This is an optimization exercise on Yosys and OpenROAD, whose aim is small area, a short achievable clock period and few clock cycles per item, not a production implementation. Only simulation tests tie the RTL to the original design; equivalence was not proved. Power figures rest on the tool's default switching activity, not on a simulated workload.

[design/flow/config.mk]
export PLATFORM = sky130hd
export DESIGN_NAME = AuctionSearch
export DESIGN_NICKNAME = AuctionSearch
export VERILOG_FILES = /design/flow/design.v
export SDC_FILE = /design/flow/constraint.sdc
export NUM_CORES = 4
export LEC_CHECK = 0
export CAP_MARGIN = 20
export CORE_MARGIN = 2
export CORE_UTILIZATION = 40
export GPL_TIMING_DRIVEN = 1
export PLACE_DENSITY = 0.6
export SETUP_SLACK_MARGIN = 0.1
export SLEW_MARGIN = 20
export SYNTH_HIERARCHICAL = 1
export TNS_END_PERCENT = 10
[design/flow/constraint.sdc]
create_clock -name core_clock -period 4.0 [get_ports {clock}]
set_input_delay 0.8000 -clock core_clock [delete_from_list [all_inputs] [get_ports {clock}]]
set_output_delay 0.8000 -clock core_clock [all_outputs]
set_load 0.01 [all_outputs]
[design/flow/design.v]
module ProcessingElement(
  input         clock,
  input         io_valid,     
  input  [7:0]  io_rewardIn_bits_reward,
  input  [10:0] io_rewardIn_bits_idx,
  output [10:0] io_agentIdx,
  input  [7:0]  io_price,
  output [7:0]  io_ben,
  output [7:0]  io_nben,
  output [7:0]  io_reward,
  output [7:0]  io_id
);
  reg [7:0] s1_reward;
  reg [7:0] s1_idx;
  reg       s1_valid;
  always @(posedge clock) begin
    s1_reward <= io_rewardIn_bits_reward;
    s1_idx    <= io_rewardIn_bits_idx[7:0];
    s1_valid  <= io_valid;
  end
  assign io_agentIdx = io_rewardIn_bits_idx;
  Benefit8 sub (.r(s1_reward), .v(s1_valid), .p(io_price), .b(io_ben), .nb(io_nben));
  assign io_reward = s1_reward;
  assign io_id     = s1_idx;
endmodule
module Benefit8(
  input  [7:0] r,
  input        v,
  input  [7:0] p,
  output [7:0] b,
  output [7:0] nb
);
  wire [7:0] nr, g0, t0, h;
  wire [7:0] ng1, nt1, g2, t2, ng3;
  genvar k;
  generate
    for (k = 0; k < 8; k = k + 1) begin : bt
      GInv  inr (.a(r[k]), .y(nr[k]));
      GNor2  ug (.a(nr[k]), .b(p[k]), .y(g0[k]));
      GNand2 ut (.a(nr[k]), .b(p[k]), .y(t0[k]));
      GXnor2 uh (.a(r[k]), .b(p[k]), .y(h[k]));
    end
    GInv l1z (.a(t0[0]), .y(ng1[0]));
    assign nt1[0] = 1'b1;   
    for (k = 1; k < 8; k = k + 1) begin : l1
      if (k == 1) begin : c
        GAoi21 ug (.a1(t0[1]), .a2(t0[0]), .b1(g0[1]), .y(ng1[1]));
      end else begin : n
        GAoi21 ug (.a1(t0[k]), .a2(g0[k-1]), .b1(g0[k]), .y(ng1[k]));
      end
      GNand2 ut (.a(t0[k]), .b(t0[k-1]), .y(nt1[k]));
    end
    for (k = 0; k < 8; k = k + 1) begin : l2
      if (k < 2) begin : c
        GInv ug (.a(ng1[k]), .y(g2[k]));
        assign t2[k] = 1'b0;   
      end else begin : n
        GOai21 ug (.a1(nt1[k]), .a2(ng1[k-2]), .b1(ng1[k]), .y(g2[k]));
        if (k >= 4) begin : t
          GNor2 ut (.a(nt1[k]), .b(nt1[k-2]), .y(t2[k]));
        end else begin : nt
          assign t2[k] = 1'b0;   
        end
      end
    end
    for (k = 0; k < 8; k = k + 1) begin : l3
      if (k < 4) begin : c
        GInv ug (.a(g2[k]), .y(ng3[k]));
      end else begin : n
        GAoi21 ug (.a1(t2[k]), .a2(g2[k-4]), .b1(g2[k]), .y(ng3[k]));
      end
    end
  endgenerate
  wire nv, pos, pos2;
  GInv  iv (.a(v), .y(nv));
  GNor2 up (.a(ng3[7]), .b(nv), .y(pos));
  GNor2 uq (.a(ng3[7]), .b(nv), .y(pos2));
  wire [7:0] d;
  GInv  d0 (.a(h[0]), .y(d[0]));
  generate
    for (k = 1; k < 8; k = k + 1) begin : s
      GXnor2 ux (.a(h[k]), .b(ng3[k-1]), .y(d[k]));
    end
    for (k = 0; k < 8; k = k + 1) begin : m
      GAnd2  ub (.a(d[k]), .b(pos), .y(b[k]));
      GNand2 un (.a(d[k]), .b(pos2), .y(nb[k]));
    end
  endgenerate
endmodule
module Diff8(
  input  [7:0] r,
  input  [7:0] p,
  output [7:0] d
);
  wire [7:0] nr, g0, t0, h;
  wire [7:0] ng1, nt1, g2, t2, ng3;
  genvar k;
  generate
    for (k = 0; k < 8; k = k + 1) begin : bt
      GInv  inr (.a(r[k]), .y(nr[k]));
      GNor2  ug (.a(nr[k]), .b(p[k]), .y(g0[k]));
      GNand2 ut (.a(nr[k]), .b(p[k]), .y(t0[k]));
      GXnor2 uh (.a(r[k]), .b(p[k]), .y(h[k]));
    end
    GInv l1z (.a(t0[0]), .y(ng1[0]));
    assign nt1[0] = 1'b1;   
    for (k = 1; k < 8; k = k + 1) begin : l1
      if (k == 1) begin : c
        GAoi21 ug (.a1(t0[1]), .a2(t0[0]), .b1(g0[1]), .y(ng1[1]));
      end else begin : n
        GAoi21 ug (.a1(t0[k]), .a2(g0[k-1]), .b1(g0[k]), .y(ng1[k]));
      end
      GNand2 ut (.a(t0[k]), .b(t0[k-1]), .y(nt1[k]));
    end
    for (k = 0; k < 8; k = k + 1) begin : l2
      if (k < 2) begin : c
        GInv ug (.a(ng1[k]), .y(g2[k]));
        assign t2[k] = 1'b0;   
      end else begin : n
        GOai21 ug (.a1(nt1[k]), .a2(ng1[k-2]), .b1(ng1[k]), .y(g2[k]));
        if (k >= 4) begin : t
          GNor2 ut (.a(nt1[k]), .b(nt1[k-2]), .y(t2[k]));
        end else begin : nt
          assign t2[k] = 1'b0;   
        end
      end
    end
    for (k = 0; k < 8; k = k + 1) begin : l3
      if (k < 4) begin : c
        GInv ug (.a(g2[k]), .y(ng3[k]));
      end else begin : n
        GAoi21 ug (.a1(t2[k]), .a2(g2[k-4]), .b1(g2[k]), .y(ng3[k]));
      end
    end
  endgenerate
  GInv  d0 (.a(h[0]), .y(d[0]));
  generate
    for (k = 1; k < 8; k = k + 1) begin : s
      GXnor2 ux (.a(h[k]), .b(ng3[k-1]), .y(d[k]));
    end
  endgenerate
endmodule
module Ge8G(
  input  [7:0] a,
  input  [7:0] nb,
  output       y
);
  wire [7:0] ng, nt;
  wire [3:0] g1, t1;
  wire nglo, nghi, nthi;
  genvar k;
  generate
    for (k = 0; k < 8; k = k + 1) begin : bt
      if (k > 0) begin : g
        GNand2 ug (.a(a[k]), .b(nb[k]), .y(ng[k]));    
      end else begin : g0
        assign ng[k] = 1'b1;   
      end
      GNor2  ut (.a(a[k]), .b(nb[k]), .y(nt[k]));       
    end
    for (k = 0; k < 4; k = k + 1) begin : l1
      if (k == 0) begin : c
        GOai21 ug (.a1(nt[1]), .a2(nt[0]), .b1(ng[1]), .y(g1[0]));
        assign t1[0] = 1'b0;   
      end else begin : n
        GOai21 ug (.a1(nt[2*k+1]), .a2(ng[2*k]), .b1(ng[2*k+1]), .y(g1[k]));
        GNor2  ut (.a(nt[2*k+1]), .b(nt[2*k]), .y(t1[k]));
      end
    end
  endgenerate
  GAoi21 l2a (.a1(t1[1]), .a2(g1[0]), .b1(g1[1]), .y(nglo));
  GAoi21 l2b (.a1(t1[3]), .a2(g1[2]), .b1(g1[3]), .y(nghi));
  GNand2 l2c (.a(t1[3]), .b(t1[2]), .y(nthi));
  GOai21 l3  (.a1(nthi), .a2(nglo), .b1(nghi), .y(y));
endmodule
module Gt8G(
  input  [7:0] a,
  input  [7:0] nb,
  output       y
);
  wire [7:0] ng, nt;
  wire [3:0] g1, t1;
  wire nglo, nghi, nthi;
  genvar k;
  generate
    for (k = 0; k < 8; k = k + 1) begin : bt
      GNand2 ug (.a(a[k]), .b(nb[k]), .y(ng[k]));       
      if (k > 0) begin : t
        GNor2  ut (.a(a[k]), .b(nb[k]), .y(nt[k]));     
      end else begin : t0
        assign nt[k] = 1'b1;   
      end
    end
    for (k = 0; k < 4; k = k + 1) begin : l1
      if (k == 0) begin : c
        GOai21 ug (.a1(nt[1]), .a2(ng[0]), .b1(ng[1]), .y(g1[0]));
        assign t1[0] = 1'b0;   
      end else begin : n
        GOai21 ug (.a1(nt[2*k+1]), .a2(ng[2*k]), .b1(ng[2*k+1]), .y(g1[k]));
        GNor2  ut (.a(nt[2*k+1]), .b(nt[2*k]), .y(t1[k]));
      end
    end
  endgenerate
  GAoi21 l2a (.a1(t1[1]), .a2(g1[0]), .b1(g1[1]), .y(nglo));
  GAoi21 l2b (.a1(t1[3]), .a2(g1[2]), .b1(g1[3]), .y(nghi));
  GNand2 l2c (.a(t1[3]), .b(t1[2]), .y(nthi));
  GOai21 l3  (.a1(nthi), .a2(nglo), .b1(nghi), .y(y));
endmodule
module GInv(input a, output y); assign y = ~a; endmodule
module GAnd2(input a, input b, output y); assign y = a & b; endmodule
module GNand2(input a, input b, output y); assign y = ~(a & b); endmodule
module GNor2(input a, input b, output y); assign y = ~(a | b); endmodule
module GNand3(input a, input b, input c, output y); assign y = ~(a & b & c); endmodule
module GNor3(input a, input b, input c, output y); assign y = ~(a | b | c); endmodule
module GNor4(input a, input b, input c, input d, output y); assign y = ~(a | b | c | d); endmodule
module GNand4(input a, input b, input c, input d, output y); assign y = ~(a & b & c & d); endmodule
module GMux2(input a, input b, input s, output y); assign y = s ? b : a; endmodule
module GAo22(input a1, input a2, input b1, input b2, output y); assign y = (a1 & a2) | (b1 & b2); endmodule
module GXor2(input a, input b, output y); assign y = a ^ b; endmodule
module GXnor2(input a, input b, output y); assign y = ~(a ^ b); endmodule
module GAoi21(input a1, input a2, input b1, output y); assign y = ~((a1 & a2) | b1); endmodule
module GOai21(input a1, input a2, input b1, output y); assign y = ~((a1 | a2) & b1); endmodule
module GAoi22(input a1, input a2, input b1, input b2, output y); assign y = ~((a1 & a2) | (b1 & b2)); endmodule
module GOai22(input a1, input a2, input b1, input b2, output y); assign y = ~((a1 | a2) & (b1 | b2)); endmodule
module Win8(input [7:0] nb, output y0, output y1, output y2);
  wire a, b, c;
  GNand3 ua (.a(nb[0]), .b(nb[1]), .c(nb[2]), .y(a));
  GNand3 ub (.a(nb[3]), .b(nb[4]), .c(nb[5]), .y(b));
  GNand2 uc (.a(nb[6]), .b(nb[7]), .y(c));
  GNor3  o0 (.a(a), .b(b), .c(c), .y(y0));
  GNor3  o1 (.a(a), .b(b), .c(c), .y(y1));
  GNor3  o2 (.a(a), .b(b), .c(c), .y(y2));
endmodule
module One8(input [7:0] nb, output y);
  wire [3:0] n2, o2;
  wire [1:0] one4n, none4n;
  genvar k;
  generate
    for (k = 0; k < 4; k = k + 1) begin : l1
      GAnd2 un (.a(nb[2*k]), .b(nb[2*k+1]), .y(n2[k]));    
      GXor2 uo (.a(nb[2*k]), .b(nb[2*k+1]), .y(o2[k]));    
    end
    for (k = 0; k < 2; k = k + 1) begin : l2
      GAoi22 uo (.a1(o2[2*k]), .a2(n2[2*k+1]), .b1(n2[2*k]), .b2(o2[2*k+1]), .y(one4n[k]));
      GNand2 un (.a(n2[2*k]), .b(n2[2*k+1]), .y(none4n[k]));
    end
  endgenerate
  GOai22 l3 (.a1(one4n[0]), .a2(none4n[1]), .b1(none4n[0]), .b2(one4n[1]), .y(y));
endmodule
module Sel9n(
  input  [71:0] v,
  input  [8:0]  s,
  output [7:0]  ny
);
  genvar b, i;
  generate
    for (b = 0; b < 8; b = b + 1) begin : bsl
      wire [8:0] t;
      wire p0, p1, p2;
      for (i = 0; i < 9; i = i + 1) begin : term
        GNand2 u (.a(s[i]), .b(v[8*i+b]), .y(t[i]));
      end
      GNand3 o0 (.a(t[0]), .b(t[1]), .c(t[2]), .y(p0));
      GNand3 o1 (.a(t[3]), .b(t[4]), .c(t[5]), .y(p1));
      GNand3 o2 (.a(t[6]), .b(t[7]), .c(t[8]), .y(p2));
      GNor3  o3 (.a(p0), .b(p1), .c(p2), .y(ny[b]));
    end
  endgenerate
endmodule
module Max8(input [7:0] a, input [7:0] b, output [7:0] y, output ge);
  wire [7:0] nb;
  Inv8 ib (.a(b), .y(nb));
  Ge8G c (.a(a), .nb(nb), .y(ge));
  genvar k;
  generate
    for (k = 0; k < 8; k = k + 1) begin : m
      GMux2 u (.a(b[k]), .b(a[k]), .s(ge), .y(y[k]));
    end
  endgenerate
endmodule
module Inv8(input [7:0] a, output [7:0] y);
  genvar k;
  generate
    for (k = 0; k < 8; k = k + 1) begin : b
      GInv u (.a(a[k]), .y(y[k]));
    end
  endgenerate
endmodule
module One8e(input [7:0] nb, input en, output y);
  wire [3:0] nn2, no2;
  wire [1:0] one4, none4;
  wire one8n, nen;
  genvar k;
  generate
    for (k = 0; k < 4; k = k + 1) begin : l1
      GNand2 un (.a(nb[2*k]), .b(nb[2*k+1]), .y(nn2[k]));    
      GXnor2 uo (.a(nb[2*k]), .b(nb[2*k+1]), .y(no2[k]));    
    end
    for (k = 0; k < 2; k = k + 1) begin : l2
      GOai22 uo (.a1(no2[2*k]), .a2(nn2[2*k+1]), .b1(nn2[2*k]), .b2(no2[2*k+1]), .y(one4[k]));
      GNor2  un (.a(nn2[2*k]), .b(nn2[2*k+1]), .y(none4[k]));
    end
  endgenerate
  GAoi22 l3 (.a1(one4[0]), .a2(none4[1]), .b1(none4[0]), .b2(one4[1]), .y(one8n));
  GInv   ie (.a(en), .y(nen));
  GNor2  l4 (.a(one8n), .b(nen), .y(y));
endmodule
module All8e(input [7:0] v, input en, output y0, output y1, output y2);
  wire a, b, c;
  GNand3 ua (.a(v[0]), .b(v[1]), .c(v[2]), .y(a));
  GNand3 ub (.a(v[3]), .b(v[4]), .c(v[5]), .y(b));
  GNand3 uc (.a(v[6]), .b(v[7]), .c(en), .y(c));
  GNor3  o0 (.a(a), .b(b), .c(c), .y(y0));
  GNor3  o1 (.a(a), .b(b), .c(c), .y(y1));
  GNor3  o2 (.a(a), .b(b), .c(c), .y(y2));
endmodule
module BidPart(
  input  [7:0] best,
  input  [7:0] second,
  input  [7:0] reward,
  output [7:0] d
);
  wire [7:0] x;
  wire e0, e1, e, ne;
  genvar k;
  generate
    for (k = 0; k < 8; k = k + 1) begin : q
      GXnor2 u (.a(best[k]), .b(second[k]), .y(x[k]));
    end
  endgenerate
  GNand4 q0 (.a(x[0]), .b(x[1]), .c(x[2]), .d(x[3]), .y(e0));
  GNand4 q1 (.a(x[4]), .b(x[5]), .c(x[6]), .d(x[7]), .y(e1));
  GNor2  q2 (.a(e0), .b(e1), .y(e));
  GInv   q3 (.a(e), .y(ne));
  wire [7:0] dec = second - 8'd1;
  wire [7:0] sub;
  generate
    for (k = 0; k < 8; k = k + 1) begin : m
      GAo22 u (.a1(e), .a2(dec[k]), .b1(ne), .b2(second[k]), .y(sub[k]));
    end
  endgenerate
  Diff8 df (.r(reward), .p(sub), .d(d));
endmodule
module BidCalc2(
  input  [7:0] best,
  input  [7:0] second1,
  input  [7:0] second2,
  input        first,     
  input  [7:0] reward,
  output [7:0] bid
);
  wire z0, z1, nz, nfirst, sel1, sel2;
  GNor4  n0 (.a(best[0]), .b(best[1]), .c(best[2]), .d(best[3]), .y(z0));
  GNor4  n1 (.a(best[4]), .b(best[5]), .c(best[6]), .d(best[7]), .y(z1));
  GNand2 n2 (.a(z0), .b(z1), .y(nz));
  GInv   n3 (.a(first), .y(nfirst));
  GAnd2  n4 (.a(nz), .b(first), .y(sel1));
  GAnd2  n5 (.a(nz), .b(nfirst), .y(sel2));
  wire [7:0] d1, d2;
  BidPart p1 (.best(best), .second(second1), .reward(reward), .d(d1));
  BidPart p2 (.best(best), .second(second2), .reward(reward), .d(d2));
  genvar k;
  generate
    for (k = 0; k < 8; k = k + 1) begin : m
      GAo22 u (.a1(sel1), .a2(d1[k]), .b1(sel2), .b2(d2[k]), .y(bid[k]));
    end
  endgenerate
endmodule
module SearchTask(
  input         clock,
  input         reset,
  input         io_inValid,
  input         io_inLast,
  output        io_inReady,
  output        io_fire,
  input  [63:0] io_ben,
  input  [63:0] io_nben,
  input  [63:0] io_reward,
  input  [63:0] io_id,
  input         io_resultOut_ready,
  output        io_resultOut_valid,
  output [10:0] io_resultOut_bits_winner,
  output [7:0]  io_resultOut_bits_bid
);
  reg       s_valid;    
  reg       s_last;     
  reg       act;        
  reg       done;       
  reg [7:0] accBestN;
  reg [7:0] accSecond1;   
  reg [7:0] accSecond2N;
  reg [7:0] accIdN;
  reg [7:0] accRewardN;
  wire [7:0] accBest, accSecond2, accId, accReward;
  Inv8 ib (.a(accBestN),    .y(accBest));
  Inv8 is (.a(accSecond2N), .y(accSecond2));
  Inv8 ii (.a(accIdN),      .y(accId));
  Inv8 ir (.a(accRewardN),  .y(accReward));
  wire busy = (done & ~io_resultOut_ready) | (s_valid & s_last);
  assign io_inReady = ~busy;
  assign io_fire = io_inValid & ~busy;
  wire part = act | ~s_valid;
  wire [7:0] accSecond;
  wire       second1;
  Max8 ms2 (.a(accSecond1), .b(accSecond2), .y(accSecond), .ge(second1));
  wire [7:0] nb [0:7];
  wire [7:0] yA;    
  genvar i, j;
  generate
    for (i = 0; i < 8; i = i + 1) begin : row
      for (j = i + 1; j < 8; j = j + 1) begin : col
        wire y, ny;
        if ((i + j) % 2 == 0) begin : fwd
          Ge8G c (.a(io_ben[8*i +: 8]), .nb(io_nben[8*j +: 8]), .y(y));
          GInv inv (.a(y), .y(ny));
          assign nb[j][i]   = ny;
          assign nb[i][j-1] = y;
        end else begin : rev
          Gt8G c (.a(io_ben[8*j +: 8]), .nb(io_nben[8*i +: 8]), .y(y));
          GInv inv (.a(y), .y(ny));
          assign nb[i][j-1] = ny;
          assign nb[j][i]   = y;
        end
      end
      Ge8G ca (.a(accBest), .nb(io_nben[8*i +: 8]), .y(yA[i]));
      GNand2 na (.a(yA[i]), .b(part), .y(nb[i][7]));
    end
  endgenerate
  wire [7:0] wB, wI, wR, sL;
  wire       wAB, wAI, wAR, sA;
  generate
    for (i = 0; i < 8; i = i + 1) begin : rk
      Win8 w (.nb(nb[i]), .y0(wB[i]), .y1(wI[i]), .y2(wR[i]));
      One8 s (.nb(nb[i]), .y(sL[i]));
    end
  endgenerate
  All8e wa (.v(yA), .en(part), .y0(wAB), .y1(wAI), .y2(wAR));
  One8e sa (.nb(yA), .en(part), .y(sA));
  wire [7:0] nBestN, nNextN, nIdN, nRewardN;
  Sel9n mb (.v({io_ben, accBest}),      .s({wB, wAB}), .ny(nBestN));
  Sel9n ms (.v({io_ben, accBest}),      .s({sL, sA}),  .ny(nNextN));
  Sel9n mi (.v({io_id, accId}),         .s({wI, wAI}), .ny(nIdN));
  Sel9n mr (.v({io_reward, accReward}), .s({wR, wAR}), .ny(nRewardN));
  always @(posedge clock) begin
    if (reset) begin
      s_valid <= 1'b0;
      act     <= 1'b0;
      done    <= 1'b0;
    end else begin
      s_valid <= io_fire;
      if (s_valid) begin
        act  <= ~s_last;
        done <= s_last;
      end else if (io_resultOut_ready) begin
        done <= 1'b0;
      end
    end
    s_last     <= io_inLast;
    accBestN    <= nBestN;
    accSecond1  <= accSecond & {8{wAB}};
    accSecond2N <= nNextN;
    accIdN      <= nIdN;
    accRewardN  <= nRewardN;
  end
  assign io_resultOut_valid       = done;
  assign io_resultOut_bits_winner = {3'd0, accId};
  BidCalc2 bc (.best(accBest), .second1(accSecond1), .second2(accSecond2), .first(second1),
               .reward(accReward), .bid(io_resultOut_bits_bid));
endmodule
module AuctionSearch(
  input         clock,
  input         reset,
  output        io_rewardIn_0_ready,
  input         io_rewardIn_0_valid,
  input  [7:0]  io_rewardIn_0_reward,
  input  [10:0] io_rewardIn_0_idx,
  input         io_rewardIn_0_last,
  output [10:0] io_agentIdx_0,
  input  [7:0]  io_price_0,
  output        io_rewardIn_1_ready,
  input         io_rewardIn_1_valid,
  input  [7:0]  io_rewardIn_1_reward,
  input  [10:0] io_rewardIn_1_idx,
  output [10:0] io_agentIdx_1,
  input  [7:0]  io_price_1,
  output        io_rewardIn_2_ready,
  input         io_rewardIn_2_valid,
  input  [7:0]  io_rewardIn_2_reward,
  input  [10:0] io_rewardIn_2_idx,
  output [10:0] io_agentIdx_2,
  input  [7:0]  io_price_2,
  output        io_rewardIn_3_ready,
  input         io_rewardIn_3_valid,
  input  [7:0]  io_rewardIn_3_reward,
  input  [10:0] io_rewardIn_3_idx,
  output [10:0] io_agentIdx_3,
  input  [7:0]  io_price_3,
  output        io_rewardIn_4_ready,
  input         io_rewardIn_4_valid,
  input  [7:0]  io_rewardIn_4_reward,
  input  [10:0] io_rewardIn_4_idx,
  output [10:0] io_agentIdx_4,
  input  [7:0]  io_price_4,
  output        io_rewardIn_5_ready,
  input         io_rewardIn_5_valid,
  input  [7:0]  io_rewardIn_5_reward,
  input  [10:0] io_rewardIn_5_idx,
  output [10:0] io_agentIdx_5,
  input  [7:0]  io_price_5,
  output        io_rewardIn_6_ready,
  input         io_rewardIn_6_valid,
  input  [7:0]  io_rewardIn_6_reward,
  input  [10:0] io_rewardIn_6_idx,
  output [10:0] io_agentIdx_6,
  input  [7:0]  io_price_6,
  output        io_rewardIn_7_ready,
  input         io_rewardIn_7_valid,
  input  [7:0]  io_rewardIn_7_reward,
  input  [10:0] io_rewardIn_7_idx,
  output [10:0] io_agentIdx_7,
  input  [7:0]  io_price_7,
  input         io_resultOut_ready,
  output        io_resultOut_valid,
  output [10:0] io_resultOut_winner,
  output [7:0]  io_resultOut_bid
);
  wire        ready;
  wire        fire;
  wire [63:0] ben, nben, reward, id;
  assign io_rewardIn_0_ready = ready;
  assign io_rewardIn_1_ready = ready;
  assign io_rewardIn_2_ready = ready;
  assign io_rewardIn_3_ready = ready;
  assign io_rewardIn_4_ready = ready;
  assign io_rewardIn_5_ready = ready;
  assign io_rewardIn_6_ready = ready;
  assign io_rewardIn_7_ready = ready;
  ProcessingElement pes_0 (
    .clock(clock),
    .io_valid(io_rewardIn_0_valid & fire),
    .io_rewardIn_bits_reward(io_rewardIn_0_reward),
    .io_rewardIn_bits_idx(io_rewardIn_0_idx),
    .io_agentIdx(io_agentIdx_0),
    .io_price(io_price_0),
    .io_ben(ben[7:0]),
    .io_nben(nben[7:0]),
    .io_reward(reward[7:0]),
    .io_id(id[7:0])
  );
  ProcessingElement pes_1 (
    .clock(clock),
    .io_valid(io_rewardIn_1_valid & fire),
    .io_rewardIn_bits_reward(io_rewardIn_1_reward),
    .io_rewardIn_bits_idx(io_rewardIn_1_idx),
    .io_agentIdx(io_agentIdx_1),
    .io_price(io_price_1),
    .io_ben(ben[15:8]),
    .io_nben(nben[15:8]),
    .io_reward(reward[15:8]),
    .io_id(id[15:8])
  );
  ProcessingElement pes_2 (
    .clock(clock),
    .io_valid(io_rewardIn_2_valid & fire),
    .io_rewardIn_bits_reward(io_rewardIn_2_reward),
    .io_rewardIn_bits_idx(io_rewardIn_2_idx),
    .io_agentIdx(io_agentIdx_2),
    .io_price(io_price_2),
    .io_ben(ben[23:16]),
    .io_nben(nben[23:16]),
    .io_reward(reward[23:16]),
    .io_id(id[23:16])
  );
  ProcessingElement pes_3 (
    .clock(clock),
    .io_valid(io_rewardIn_3_valid & fire),
    .io_rewardIn_bits_reward(io_rewardIn_3_reward),
    .io_rewardIn_bits_idx(io_rewardIn_3_idx),
    .io_agentIdx(io_agentIdx_3),
    .io_price(io_price_3),
    .io_ben(ben[31:24]),
    .io_nben(nben[31:24]),
    .io_reward(reward[31:24]),
    .io_id(id[31:24])
  );
  ProcessingElement pes_4 (
    .clock(clock),
    .io_valid(io_rewardIn_4_valid & fire),
    .io_rewardIn_bits_reward(io_rewardIn_4_reward),
    .io_rewardIn_bits_idx(io_rewardIn_4_idx),
    .io_agentIdx(io_agentIdx_4),
    .io_price(io_price_4),
    .io_ben(ben[39:32]),
    .io_nben(nben[39:32]),
    .io_reward(reward[39:32]),
    .io_id(id[39:32])
  );
  ProcessingElement pes_5 (
    .clock(clock),
    .io_valid(io_rewardIn_5_valid & fire),
    .io_rewardIn_bits_reward(io_rewardIn_5_reward),
    .io_rewardIn_bits_idx(io_rewardIn_5_idx),
    .io_agentIdx(io_agentIdx_5),
    .io_price(io_price_5),
    .io_ben(ben[47:40]),
    .io_nben(nben[47:40]),
    .io_reward(reward[47:40]),
    .io_id(id[47:40])
  );
  ProcessingElement pes_6 (
    .clock(clock),
    .io_valid(io_rewardIn_6_valid & fire),
    .io_rewardIn_bits_reward(io_rewardIn_6_reward),
    .io_rewardIn_bits_idx(io_rewardIn_6_idx),
    .io_agentIdx(io_agentIdx_6),
    .io_price(io_price_6),
    .io_ben(ben[55:48]),
    .io_nben(nben[55:48]),
    .io_reward(reward[55:48]),
    .io_id(id[55:48])
  );
  ProcessingElement pes_7 (
    .clock(clock),
    .io_valid(io_rewardIn_7_valid & fire),
    .io_rewardIn_bits_reward(io_rewardIn_7_reward),
    .io_rewardIn_bits_idx(io_rewardIn_7_idx),
    .io_agentIdx(io_agentIdx_7),
    .io_price(io_price_7),
    .io_ben(ben[63:56]),
    .io_nben(nben[63:56]),
    .io_reward(reward[63:56]),
    .io_id(id[63:56])
  );
  SearchTask search (
    .clock(clock),
    .reset(reset),
    .io_inValid(io_rewardIn_0_valid),
    .io_inLast(io_rewardIn_0_last),
    .io_inReady(ready),
    .io_fire(fire),
    .io_ben(ben),
    .io_nben(nben),
    .io_reward(reward),
    .io_id(id),
    .io_resultOut_ready(io_resultOut_ready),
    .io_resultOut_valid(io_resultOut_valid),
    .io_resultOut_bits_winner(io_resultOut_winner),
    .io_resultOut_bits_bid(io_resultOut_bid)
  );
endmodule
[design/flow/flow/run.sh]
#!/bin/bash
# The standard layout (standard.sh), with two changes:
# - plain buf_1 buffers on the ports instead of the flow's default choice (a
#   delay cell); every port still gets its own buffer;
# - after synthesis, every combinational cell is set to the smallest drive of
#   its kind (flow/downsize.tcl); the flow's resizing sizes up what timing needs.
# Each tool's full output goes to a log of its own here; ORFS's per-step logs
# are under orfs/logs/.
set -euo pipefail
export BUFFER_PORTS_ARGS="-buffer_cell sky130_fd_sc_hd__buf_1"
bash standard.sh synth > standard_synth.log 2>&1
export SYNTH_ODB=orfs/results/${FLOW_PLATFORM}/AuctionSearch/base/1_synth.odb
openroad -no_init -exit flow/downsize.tcl > downsize.log 2>&1
touch orfs/results/${FLOW_PLATFORM}/AuctionSearch/base/1_synth.sdc
bash standard.sh > standard.log 2>&1
[design/flow/flow/downsize.tcl]
# Set every combinational cell of the synthesized netlist to the smallest
# drive of its kind (same function and footprint); placement's and timing
# repair's resizing then sizes up what the timing needs. Registers, tie cells
# and delay cells are left as synthesis made them.
read_db $::env(SYNTH_ODB)
set db [ord::get_db]
set block [ord::get_db_block]
set swapped 0
set saved 0.0
foreach inst [$block getInsts] {
  set m [$inst getMaster]
  set name [$m getName]
  if {![regexp {^(sky130_fd_sc_hd__([a-z0-9]+))_([0-9]+)$} $name -> base kind n]} { continue }
  if {[regexp {^(df|edf|sdf|dl|conb|tap|fill|decap|clkdly|dlygate|dlymetal|probe|lpflow|ebuf|einv)} $kind]} { continue }
  set best $m
  foreach s {0 1 2} {
    set c [$db findMaster ${base}_$s]
    if {$c ne "NULL" && [$c getWidth] < [$best getWidth]} { set best $c }
  }
  if {$best ne $m} {
    set saved [expr {$saved + ([$m getWidth] - [$best getWidth]) * [$m getHeight] / 1e6}]
    $inst swapMaster $best
    incr swapped
  }
}
puts "downsize: swapped $swapped cells, [format %.1f $saved] um2 less"
write_db $::env(SYNTH_ODB)
[design/flow/standard.sh]
#!/bin/bash
# synth_recipe.tcl (not shown) runs the flow's synth.tcl, then flattens the netlist and writes it again
# the make line also repeats each setting of config.mk as NAME=value (left out here)
make -C /OpenROAD-flow-scripts/flow DESIGN_CONFIG=/design/flow/config.mk WORK_HOME=/design/flow/orfs CLKGATE_MAP_FILE= SYNTH_SCRIPT=/design/flow/synth_recipe.tcl "${@:-finish}"
==> summary.txt, run 1 <==
- R2r endpoint: search.accRewardN[1]$_DFF_P_
- Worst slack at placement: -0.6015 ns
- DRC viols: 0
- Hold Crit Class: primary input to register
- Placed Cells incl. Taps: about 4100
- Overall global routing resource usage: between 30% and 40%
- Syn Std Cell Area: roughly 16000 sq um
- Static Leak: around 11 nW
- Flop2flop setup slack: 0.22 ns
- GRT overflow: 0
- Via density: around 5.2
- WL/cell: ~18 um
- Antenna-violating nets left: 0
- Worst Max-Slew Pin Slew: roughly 1.1 ns
- Critical-path cell list: buf_1, nor2_1, a21oi_1, o21ai_1, a21oi_2, nor2_2, and2_2, nor2_1, o21ai_1, a21oi_1, o21ai_1, buf_4, inv_1, buf_4, nand3_1, buf_4, nor3_1, buf_4, nand2_1, nand3_1, nor3_1
- Reg2Reg Depth: 21
- Worst Path Buf+Inv: 6
- Die area: about 42000 sq um
- Critical path data arrival time: 4.21 ns
- Final Util: a little under three fifths
- Status: timing/DRC/antenna clean
- Clock sinks: between 150 and 200
- H-tree Lvls: 4
- WL final: 73.77 mm
- MaxCap Viol Count: 0
- Slowest cell delay on critical path: about 0.34 ns
- CTS Buffer Depth: 2
- Core ar.: roughly 40000 sq um
- Final setup viols: 0
- I/O pins: about 340
- Hold EP: pes_0.s1_reward[5]$_DFF_P_
- Crit path capture type: register
- WS Path Type: primary input to register
- Fill cell count: 4021
- CTS tree: built
- Post-route setup slack: approximately 0.17 ns
- Fmax: ~0.26 GHz
- Clock period minus worst slack: ~3.8 ns
- Starting DRT DRC Count: roughly 2100
- I/O Buffers: 292
- CP Max Fanout: 8
- Die X: between 200 and 250 um
- Clk Latency, worst-skew pair: approximately 0.5 ns
- CTS Buf Count: 17
- TritonRoute pass-1 iters: 9
- Effective utilization at floorplan: 40.70%
- Startpoint types: primary input
- DPL Wire Length: approximately 60 mm
- Clock Skews: roughly 0.019 ns
- Largest net degree at the start of global routing: 23
- Hold Path Stages: 1
- Layout area overhead: 38.57%
- Source of the worst hold timing path: io_rewardIn_0_reward[5]
- Period utilisation layout: between 90% and 100%
- Power Total: between 0.008 and 0.009 W
- Worst path depth: 21
- Clock Tree Root: clkbuf_16
- RSZ-0062 raised after global routing: true
- Setup TNS: 0 ns
- Mapped Cells: ~2900
- PD cells: approximately 370 nW/um^2
- First-pass GRT wire length: ~110 mm
- FP Rows: 73
- VDD IR-drop max: between 0.0004 and 0.0005 V
- Worst R2R Start: pes_3.s1_reward[3]$_DFF_P_
- # diodes: 0
- Initial antenna violation count: 1
- Die Height: between 200 and 250 um
- Vias: roughly 22000
- Worst EP required: between 4 and 5 ns
- Worst path slowest cell: nor3_1
- Syn_area_per_cell: between 5 and 6 sq um
- Layout cell share with drive strength beyond 1: 17.11%
- Delay-heaviest family, CP: simple AND/OR/NAND/NOR gates
- Finished Layout Cells: 4126
- Fin nets: between 3000 and 4000
- Post-CTS Hold Buffers: 0
- Cell mode on critical path: buf_4
- Final Hold Vio Count: 0
- Max-Slew Margin vs Limit: roughly 28%
- Reg clk slew, reported paths: ~0.080 ns
- RePlAce Congestion: 1.035
- Yosys warns: 8
- Slew Viols, Final: 0
- Vias in the first global route: about 20000
## timing repair
action,CTS,global route
setup buffers,0,7
pin swaps,0,3
gates resized for setup,6,114
endpoints found under the setup margin,22,46
## routing by layer
metal	part of all wire, %	global-route usage, %	vias to the layer above
met2	45	56.11	1020
li1	-	-	10560
met4	6.6	21.27	0
met1	40	40.60	9732
met5	0	0	-
met3	8.5	6.050	196
## worst max path at each step
stage / startpoint / endpoint
CTS: io_price_2[1] / search.accSecond2N[5]$_DFF_P_
floorplan: io_price_4[3] / search.accBestN[0]$_DFF_P_
global route: search.accBestN[2]$_DFF_P_ / io_resultOut_bid[6]
finish: io_price_3[2] / search.accRewardN[1]$_DFF_P_
global placement: io_price_4[3] / search.accBestN[4]$_DFF_P_
detailed placement: io_price_3[2] / search.accSecond2N[2]$_DFF_P_
## power breakdown
part           internal (W)  total, W  switching (W)
registers           0.00190   0.00196      0.0000598
clock network      0.000866   0.00179       0.000928
logic               0.00199   0.00465        0.00266
total               0.00476   0.00840        0.00364
## stage by stage
| step | cell area [sq um] | hold slack [ns] |
|---|---|---|
| detailed placement | 21410 | 0.4817 |
| CTS | 22090 | 0.3558 |
| floorplan | 16250 | 0.4607 |
| global placement | 21400 | 0.4722 |
| finish | 22510 | 0.3873 |
| global route | 22510 | 0.3713 |
## cell usage in the layout (no fill, tap or decap), drive strengths merged, types with 2 or more instances in the layout
cell	count
a21oi	180
a22o	25
a22oi	17
and2	115
buf	765
clkbuf	20
clkinv	9
clkinvlp	2
conb	3
dfxtp	180
ha	2
inv	249
mux2	8
nand2	839
nand2b	2
nand3	117
nand4	4
nor2	527
nor3	62
nor4	4
o21ai	243
o22ai	10
xnor2	174
xor2	40
## final cells by class
class / count / area, sq um / share of cell area (%)
multi-input cells: 2376 / 11750 / 52.21
repair buffers: 768 / 4918 / 21.85
flip-flops and latches: 180 / 3613 / 16.05
inverters: 245 / 927.1 / 4.118
well taps: 525 / 656.9 / 2.918
clock buffers: 17 / 425.4 / 1.890
clock inverters: 15 / 216.5 / 0.9615
Testbench counts, summed over its fixed seeds: cycles 31,933, rounds 5,813.
==> run 2: changes to the inputs <==
--- a/design/flow/config.mk
+++ b/design/flow/config.mk
@@ -8,7 +8,8 @@
 export CAP_MARGIN = 20
 export CORE_MARGIN = 2
 export CORE_UTILIZATION = 40
-export GPL_TIMING_DRIVEN = 1
+export CTS_CLUSTER_SIZE = 30
+export GPL_TIMING_DRIVEN = 0
 export PLACE_DENSITY = 0.6
 export SETUP_SLACK_MARGIN = 0.1
 export SLEW_MARGIN = 20
==> run 2 against run 1 <==
Against the previous run: fmax fell by 0.81%; global-route usage fell by 1.8 points; sequential cell count did not move; design area fell by 11%; area after synthesis did not move; cell count fell by 7.7%; die area did not move; wire length fell by 5.3%; combinational power fell by 13%; highest routed layer unchanged.
==> summary.txt, run 2 <==
- H-tree Lvls: 4
- R2r endpoint: search.accSecond2N[2]$_DFF_P_
- CP Max Fanout: 8
- Worst EP required: roughly 3.2 ns
- DRC viols: 0
- Clk Latency, worst-skew pair: 0.51 ns
- Mapped Cells: between 2000 and 3000
- RSZ-0062 raised after global routing: true
- CTS Buf Count: 17
- Clock sinks: 180
- Reg2Reg Depth: 18
- WL/cell: around 18 um
- Final setup viols: 0
- Antenna-violating nets left: 0
- WS Path Type: register to output port
- Crit path capture type: output port
- Hold Crit Class: primary input to register
- CP Launch Point: search.accBestN[3]$_DFF_P_
- Die X: between 200 and 250 um
- Die Height: between 200 and 250 um
- Core ar.: approximately 40000 sq um
- Largest net degree at the start of global routing: 22
- Layout cell share with drive strength beyond 1: under 10%
- Fmax: ~0.26 GHz
- RePlAce Congestion: between 0.9 and 1
- Period utilisation layout: a little under 100%
- Most common cell after layout, fill and taps aside: nand2_1
- Yosys warns: 8
- GRT overflow: 0
- First-pass GRT wire length: around 100 mm
- Via density: ~5.4
- MaxCap Viol Count: 0
- Worst R2R Start: pes_0.s1_reward[2]$_DFF_P_
- CTS Buffer Depth: 2
- Startpoint types: register
- CTS tree: built
- Reg clk slew, reported paths: approximately 0.09 ns
- TritonRoute pass-1 iters: 8
- Status: timing/DRC/antenna clean
- Layout area overhead: 22.89%
- I/O pins: roughly 340
- Worst Max-Slew Pin Slew: 0.8304 ns
- Clock period minus worst slack: between 3 and 4 ns
- Final Util: approximately half
- Vias in the first global route: about 18000
- Starting DRT DRC Count: 2439
- Overall global routing resource usage: 32.06%
- Post-route setup slack: roughly 0.14 ns
- Clock Tree Root: clkbuf_16
- FP Rows: 73
- Clock Skews: approximately 0.019 ns
- Critical path data arrival time: about 3 ns
- Power Total: 0.007798 W
- Worst slack at placement: -0.8523 ns
- Final Hold Vio Count: 0
- Fill cell count: 4216
- WL final: between 60 and 70 mm
- Fin nets: 3500
- VDD IR-drop max: approximately 0.00030 V
- Source of the worst hold timing path: io_rewardIn_2_reward[1]
- Static Leak: between 8 and 9 nW
- Hold EP: pes_2.s1_reward[1]$_DFF_P_
- Syn_area_per_cell: about 5.6 sq um
- Initial antenna violation count: 0
- Vias: just over 20000
- Slew Viols, Final: 0
- Max-Slew Margin vs Limit: between 40% and 50%
- WHS: 0.3799 ns
- Syn Std Cell Area: about 16000 sq um
- Effective utilization at floorplan: 40.70%
- # diodes: 0
- Flop2flop setup slack: ~0.17 ns
- DPL Wire Length: 53.28 mm
- PD cells: approximately 400 nW/um^2
- I/O Buffers: between 300 and 400
- Leading cell types in the layout, fill and taps excluded: nand2_1, nor2_1, buf_1, inv_1, o21ai_1
- Die area: about 42000 sq um
- Hold Path Stages: 1
-- run 2: layout make-up --
class / instances / area (sq um) / area share, %
inverters: 245 / 949.7 / 4.757
repair inverters: 7 / 35.03 / 0.1755
clock inverters: 15 / 200.2 / 1.003
clock buffers: 17 / 425.4 / 2.131
flip-flops and latches: 180 / 3615 / 18.11
multi-input cells: 2376 / 12260 / 61.39
repair buffers: 345 / 1458 / 7.301
plain buffers: 98 / 367.9 / 1.843
well taps: 525 / 656.9 / 3.290
-- run 2: what timing repair did --
action | 4_1_cts | 5_1_grt
setup buffers | 17 | 7
pin swaps | 3 | 17
hold buffers | 0 | 0
gates cloned | 7 | 0
gates resized for setup | 94 | 168
endpoints found under the setup margin | 48 | 48
-- run 2: how the worst max path moves through the flow --
stage          cells past startpoint                            end  slack [ns]
2_1_floorplan                     15     search.accBestN[0]$_DFF_P_        0.61
3_3_place_gp                      16     search.accBestN[3]$_DFF_P_       -1.48
3_5_place_dp                      16       search.accIdN[4]$_DFF_P_       -0.85
4_1_cts                           17     search.accBestN[1]$_DFF_P_        0.05
5_1_grt                           18  search.accSecond2N[2]$_DFF_P_       -0.02
6_report                          14            io_resultOut_bid[7]        0.14
-- run 2: worst max-delay path: stages, from the launching register on --
cell	delay (ns)
dfxtp_4	0.38
clkinvlp_4	0.17
buf_4	0.21
xnor2_1	0.14
nand4_1	0.16
nor2_4	0.18
inv_2	0.12
a22o_1	0.29
nor2_1	0.16
a21oi_1	0.07
o21ai_1	0.18
a21oi_2	0.06
xnor2_1	0.15
a22o_1	0.15
buf_1	0.16
-- run 2: stage by stage --
stage          std cells  instance area (sq um)  setup TNS (ns)
5_1_grt             3808                  19960        -0.04266
6_report            3808                  19960               0
3_5_place_dp        3745                  18220          -29.34
3_3_place_gp        3740                  18100          -44.75
2_1_floorplan       2899                  16250               0
4_1_cts             3801                  19340               0
-- run 2: layer usage --
metal / GRT usage (%) / up-vias / share of wire (%)
li1: - / 9910 / -
met1: 39.69 / 9311 / 40
met2: 52.30 / 1122 / 45
met3: 6.082 / 231 / 9.0
met4: 17.75 / 0 / 6.1
met5: 0 / - / 0
-- run 2: report_power, final --
part / leakage [nW] / internal [W] / switching (W) / total [W]
sequential: 1.50 / 0.00190 / 0.0000593 / 0.00196
combinational: 6.90 / 0.00144 / 0.00260 / 0.00404
clock: 0.298 / 0.000858 / 0.000935 / 0.00179
==> run 3: changes to the inputs <==
--- a/design/flow/config.mk
+++ b/design/flow/config.mk
@@ -8,7 +8,6 @@
 export CAP_MARGIN = 20
 export CORE_MARGIN = 2
 export CORE_UTILIZATION = 40
-export CTS_CLUSTER_SIZE = 30
 export GPL_TIMING_DRIVEN = 0
 export PLACE_DENSITY = 0.6
 export SETUP_SLACK_MARGIN = 0.1
==> run 3 against run 2 <==
Against the previous run: still clean on timing, DRC and antenna; wire length unchanged; worst hold slack unchanged; first-iteration DRC count unchanged; register-to-register slack about the same; utilization unchanged; clock power about the same; sequential cell count unchanged; highest routed layer unchanged.
==> summary.txt, run 3 <==
- I/O Buffers: approximately 320
- Finished Layout Cells: 3808
- WL final: around 70 mm
- Final Hold Vio Count: 0
- Die area: 42240 sq um
- Period utilisation layout: a little over nine tenths
- CTS Buffer Depth: 2
- TritonRoute pass-1 iters: 8
- MaxCap Viol Count: 0
- Status: timing/DRC/antenna clean
- WL/cell: roughly 18 um
- Via density: 5.403
- FP Rows: 73
- Layout cell share with drive strength beyond 1: about 8.9%
- Die X: around 200 um
- Source of the worst hold timing path: io_rewardIn_2_reward[1]
- Syn_area_per_cell: approximately 5.6 sq um
- Clock Skews: ~0.019 ns
- Vias in the first global route: 18460
- Reg clk slew, reported paths: ~0.090 ns
- Setup TNS: 0 ns
- Worst Path Buf+Inv: 4
- # diodes: 0
- Fmax: 0.2593 GHz
- Startpoint types: register
- Cell Area, Placed: between 15000 and 20000 sq um
- Syn Std Cell Area: around 16000 sq um
- Largest net degree at the start of global routing: 22
- H-tree Lvls: 4
- Final setup viols: 0
- Worst Max-Slew Pin Slew: approximately 0.83 ns
- Most common cell after layout, fill and taps aside: nand2_1
- Hold Crit Class: primary input to register
- Slew Viols, Final: 0
- Max-Slew Margin vs Limit: ~44%
- Initial antenna violation count: 0
- Delay-heaviest family, CP: compound AO/OA/AOI/OAI gates
- Clock Tree Root: clkbuf_16
- Crit path capture type: output port
- Worst EP required: 3.20 ns
- Clock period minus worst slack: 3.856 ns
- Antenna-violating nets left: 0
- Layout area overhead: 22.89%
- Final Util: ~50%
- PD cells: 390.6 nW/um^2
- CTS tree: built
- Core ar.: between 30000 and 40000 sq um
- Starting DRT DRC Count: ~2400
- Die Height: between 200 and 250 um
- Placed Cells incl. Taps: roughly 3700
- WS Path Type: register to output port
- Worst path slowest cell: dfxtp_4
- Effective utilization at floorplan: between 40% and 50%
- Clk Latency, worst-skew pair: between 0.5 and 0.6 ns
- Fin nets: 3500
- RePlAce Congestion: 0.9797
- Worst R2R Start: pes_0.s1_reward[2]$_DFF_P_
- DRC viols: 0
- Slowest cell delay on critical path: 0.38 ns
- Critical-path cell list: clkinvlp_4, buf_4, xnor2_1, nand4_1, nor2_4, inv_2, a22o_1, nor2_1, a21oi_1, o21ai_1, a21oi_2, xnor2_1, a22o_1, buf_1
- Design area: around 20000 sq um
- Clock sinks: 180
- Yosys warns: 8
- First-pass GRT wire length: just over 100 mm
- Static Leak: 8.701 nW
- Post-CTS Hold Buffers: 0
- CP Launch Point: search.accBestN[3]$_DFF_P_
- CP Max Fanout: 8
- GRT overflow: 0
- I/O pins: approximately 340
- Critical path data arrival time: approximately 3 ns
- DPL Wire Length: approximately 53 mm
- VDD IR-drop max: between 0.0002 and 0.0003 V
- Power Total: just under 0.008 W
- Leading cell types in the layout, fill and taps excluded: nand2_1, nor2_1, buf_1, inv_1, o21ai_1
- Mapped Cells: 2897
- Overall global routing resource usage: roughly a third
- CTS Buf Count: 17
- Vias: 20570
- RSZ-0062 raised after global routing: true
-- run 3: final timing paths --
path,endpoint,slack (ns),cells past startpoint
hold / removal,pes_2.s1_reward[1]$_DFF_P_,0.38,1
setup / recovery,io_resultOut_bid[7],0.14,14
hold reg to reg,search.accIdN[3]$_DFF_P_,0.49,3
setup reg to reg,search.accSecond2N[2]$_DFF_P_,0.17,18
-- run 3: area by class of cell --
cell class | instances | area [sq um]
timing repair buffer | 345 | 1458
multi-input combinational | 2376 | 12260
timing repair inverter | 7 | 35.03
tap | 525 | 656.9
fill | 4216 | 19950
sequential | 180 | 3615
clock buffer | 17 | 425.4
buffer | 98 | 367.9
inverter | 245 | 949.7
clock inverter | 15 | 200.2
-- run 3: worst reg2reg max path: stages (launching register included) --
cell and delay [ns]:
dfxtp_1 0.42, inv_1 0.08, nor2_1 0.13, a21oi_1 0.10
o21ai_1 0.14, a21oi_1 0.06, xnor2_1 0.48, and2_2 0.41
nor2_1 0.08, nor2_1 0.14, nand2_1 0.09, o21ai_2 0.29
inv_1 0.14, xor2_1 0.17, a22oi_1 0.27, o22ai_2 0.20
nand2_1 0.11, nand3_1 0.08, nor3_1 0.34
-- run 3: power breakdown --
group	switching, W	total [W]	leakage, nW	internal [W]
combinational	0.00260	0.00404	6.90	0.00144
clock	0.000935	0.00179	0.298	0.000858
sequential	0.0000593	0.00196	1.50	0.00190
total	0.00359	0.00780	8.70	0.00420
-- run 3: repair_timing --
item,in CTS,in global routing
setup endpoints to repair,48,48
pin swaps,3,17
setup buffers,17,7
gates cloned,7,0
resized for setup,94,168
-- run 3: metrics by stage --
step / hold WS [ns] / setup slack [ns]
6_report: 0.3799 / 0.1437
5_1_grt: 0.3626 / -0.02119
4_1_cts: 0.3456 / 0.04649
3_5_place_dp: 0.4754 / -0.8523
3_3_place_gp: 0.4726 / -1.482
2_1_floorplan: 0.4607 / 0.6079
-- run 3: metal layers --
layer  part of all wire (%)  GRT usage (%)  routed length (um)  up-vias
met1                     40          39.69               27960     9311
met2                     45          52.30               31320     1122
li1                       -              -                   -     9910
met3                    9.0          6.082                6307      231
met5                      0              0                   0        -
met4                    6.1          17.75                4286        0
==> run 4: changes to the inputs <==
--- a/design/flow/config.mk
+++ b/design/flow/config.mk
@@ -8,6 +8,8 @@
 export CAP_MARGIN = 20
 export CORE_MARGIN = 2
 export CORE_UTILIZATION = 40
+export CTS_CLUSTER_DIAMETER = 150
+export CTS_CLUSTER_SIZE = 40
 export GPL_TIMING_DRIVEN = 0
 export PLACE_DENSITY = 0.6
 export SETUP_SLACK_MARGIN = 0.1
==> run 4 against run 3 <==
Against the previous run: utilization is the same; global-route usage unchanged; critical endpoint unchanged; non-clock buffer count unchanged; still clean; worst hold slack is the same; first-iteration DRC count did not move; clock skew unchanged; sequential power hardly changed; setup slack unchanged; wire length stayed put.
==> summary.txt, run 4 <==
- Status: timing/DRC/antenna clean
- Clock Tree Root: clkbuf_16
- Startpoint types: register
- Source of the worst hold timing path: io_rewardIn_2_reward[1]
- Cell Area, Placed: approximately 18000 sq um
- Clock period minus worst slack: approximately 3.9 ns
- Static Leak: 8.701 nW
- Worst R2R Start: pes_0.s1_reward[2]$_DFF_P_
- Hold Path Stages: 1
- Clock group share of total power: between 20 and 25%
- Switch share: between 40 and 50%
- Final Hold Vio Count: 0
- GRT overflow: 0
- Clk Latency, worst-skew pair: just over 0.5 ns
- Critical path data arrival time: between 3 and 4 ns
- Layout area overhead: 22.89%
- Syn_area_per_cell: between 5 and 6 sq um
- Leading cell types in the layout, fill and taps excluded: nand2_1, nor2_1, buf_1, inv_1, o21ai_1
- Reg clk slew, reported paths: approximately 0.090 ns
- Design area: around 20000 sq um
- Via density: between 5 and 6
- Max-Slew Margin vs Limit: 44.34%
- Overall global routing resource usage: between 30% and 40%
- RePlAce Congestion: between 0.9 and 1
- WS Path Type: register to output port
- Worst Max-Slew Pin Slew: slightly above 0.8 ns
- Finished Layout Cells: roughly 3800
- Reg power frac: roughly 25%
- VDD IR-drop max: 0.0002973 V
- I/O pins: 344
- Vias: ~21000
- TritonRoute pass-1 iters: 8
- CP Max Fanout: 8
- Yosys warns: 8
- Hold EP: pes_2.s1_reward[1]$_DFF_P_
- Die X: roughly 200 um
- Syn Std Cell Area: about 16000 sq um
- Die area: 42240 sq um
- DRC viols: 0
- CTS tree: built
- MaxCap Viol Count: 0
- Clock Skews: around 0.019 ns
- Sw power: ~0.0036 W
- PD cells: slightly below 400 nW/um^2
- Hold Crit Class: primary input to register
- Slew Viols, Final: 0
- R2r endpoint: search.accSecond2N[2]$_DFF_P_
- Worst EP required: 3.20 ns
- # diodes: 0
- First-pass GRT wire length: roughly 100 mm
- Starting DRT DRC Count: 2439
- Core ar.: 39910 sq um
- WL final: roughly 70 mm
- Vias in the first global route: ~18000
- Period utilisation layout: 96.41%
- Internal power: ~0.0042 W
- Crit path capture type: output port
- Layout cell share with drive strength beyond 1: around 8.9%
- Mapped Cells: a little under 3000
- H-tree Lvls: 4
- Antenna-violating nets left: 0
- Most common cell after layout, fill and taps aside: nand2_1
- Reg2Reg Depth: 18
- Post-CTS Hold Buffers: 0
- Power Total: roughly 0.0078 W
- CTS Buf Count: 17
- WL/cell: 18.35 um
- Largest net degree at the start of global routing: 22
- Comb pwr share: approximately half
- Initial antenna violation count: 0
- Clock sinks: 180
- FP Rows: 73
- Fin nets: 3500
- I/O Buffers: ~320
- Fmax: 0.2593 GHz
- Effective utilization at floorplan: 40.70%
- RSZ-0062 raised after global routing: true
- Die Height: just over 200 um
- Final setup viols: 0
- Final Util: approximately half
- DPL Wire Length: 53.28 mm
- Flop2flop setup slack: ~0.17 ns
- Placed Cells incl. Taps: 3745
- CTS Buffer Depth: 2
[run 4: cell counts in the layout (fill, tap and decap cells not counted)]
Identical to the previous run, type by type.
[run 4: through the flow]
stage / hold WS, ns / setup slack [ns] / TNS [ns]
after CTS: 0.3456 / 0.04649 / 0
after global routing: 0.3626 / -0.02119 / -0.04266
after global placement: 0.4726 / -1.482 / -44.75
after floorplan: 0.4607 / 0.6079 / 0
after detailed placement: 0.4754 / -0.8523 / -29.34
final: 0.3799 / 0.1437 / 0
[run 4: how the worst max path moves through the flow]
stage                     cells after the start                        from                       endpoint
after global routing                         18               io_price_7[5]  search.accSecond2N[2]$_DFF_P_
after global placement                       16               io_price_0[0]     search.accBestN[3]$_DFF_P_
after CTS                                    17  pes_2.s1_reward[1]$_DFF_P_     search.accBestN[1]$_DFF_P_
final                                        14  search.accBestN[3]$_DFF_P_            io_resultOut_bid[7]
after detailed placement                     16               io_price_0[0]       search.accIdN[4]$_DFF_P_
after floorplan                              15               io_price_4[3]     search.accBestN[0]$_DFF_P_
[run 4: area by class of cell]
type                       count  area, sq um
fill                        4216        19950
multi-input combinational   2376        12260
sequential                   180         3615
timing repair buffer         345         1458
inverter                     245        949.7
tap                          525        656.9
clock buffer                  17        425.4
buffer                        98        367.9
clock inverter                15        200.2
timing repair inverter         7        35.03
[run 4: power by group through the flow]
stage | sequential, W | combinational, W | clock [W]
final | 0.00196 | 0.00404 | 0.00179
after global routing | 0.00197 | 0.00436 | 0.00191
after CTS | 0.00196 | 0.00368 | 0.00184
after detailed placement | 0.00200 | 0.00349 | 0
after global placement | 0.00200 | 0.00337 | 0
after floorplan | 0.00198 | 0.00251 | 0
[run 4: critical path: stages, from the launching register on]
cell	delay, ns
dfxtp_4	0.38
clkinvlp_4	0.17
buf_4	0.21
xnor2_1	0.14
nand4_1	0.16
nor2_4	0.18
inv_2	0.12
a22o_1	0.29
nor2_1	0.16
a21oi_1	0.07
o21ai_1	0.18
a21oi_2	0.06
xnor2_1	0.15
a22o_1	0.15
buf_1	0.16
[run 4: metal layers]
layer	vias to the layer above	part of all wire (%)	track usage [%]
met5	-	0	0
met3	231	9.0	6.082
met2	1122	45	52.30
met4	0	6.1	17.75
met1	9311	40	39.69
li1	9910	-	-
[run 4: repair_timing]
action,CTS,global route
cloned,7,0
endpoints found under the setup margin,48,48
pin swaps,3,17
buffers inserted,17,7
resized for setup,94,168

separate check: timing with driven ports:
No port has a modelled driver above. Below, the same layouts with a new extraction and two added sets of constraints.
Step 1: set_driving_cell puts a clkbuf_16 on clock and a buf_2 on each other input, an assumption about the parent block.
Step 2 moves the port delays by t, midway between the first and last clock arrival at a register: inputs arrive t later, outputs are due t later. That takes back most of the time a late clock gives input paths.
Three values: no drivers, after step 1, after step 2; two values: the first two.
run	t, ns	setup WS [ns]	worst setup path at the end	pins driven straight from the clock port
run 1	0.544	0.175 / 0.156 / -0.342	input to register	1
run 2	0.544	0.144 / 0.096 / -0.346	input to register	1
run 3	0.544	0.144 / 0.096 / -0.346	input to register	1
run 4	0.544	0.144 / 0.096 / -0.346	input to register	1
Met with ideal ports but missed after step 2: setup timing in every run listed. The setup slack of run 1, which loses most, moves by -0.019 ns with the drivers and by -0.517 ns with both steps.
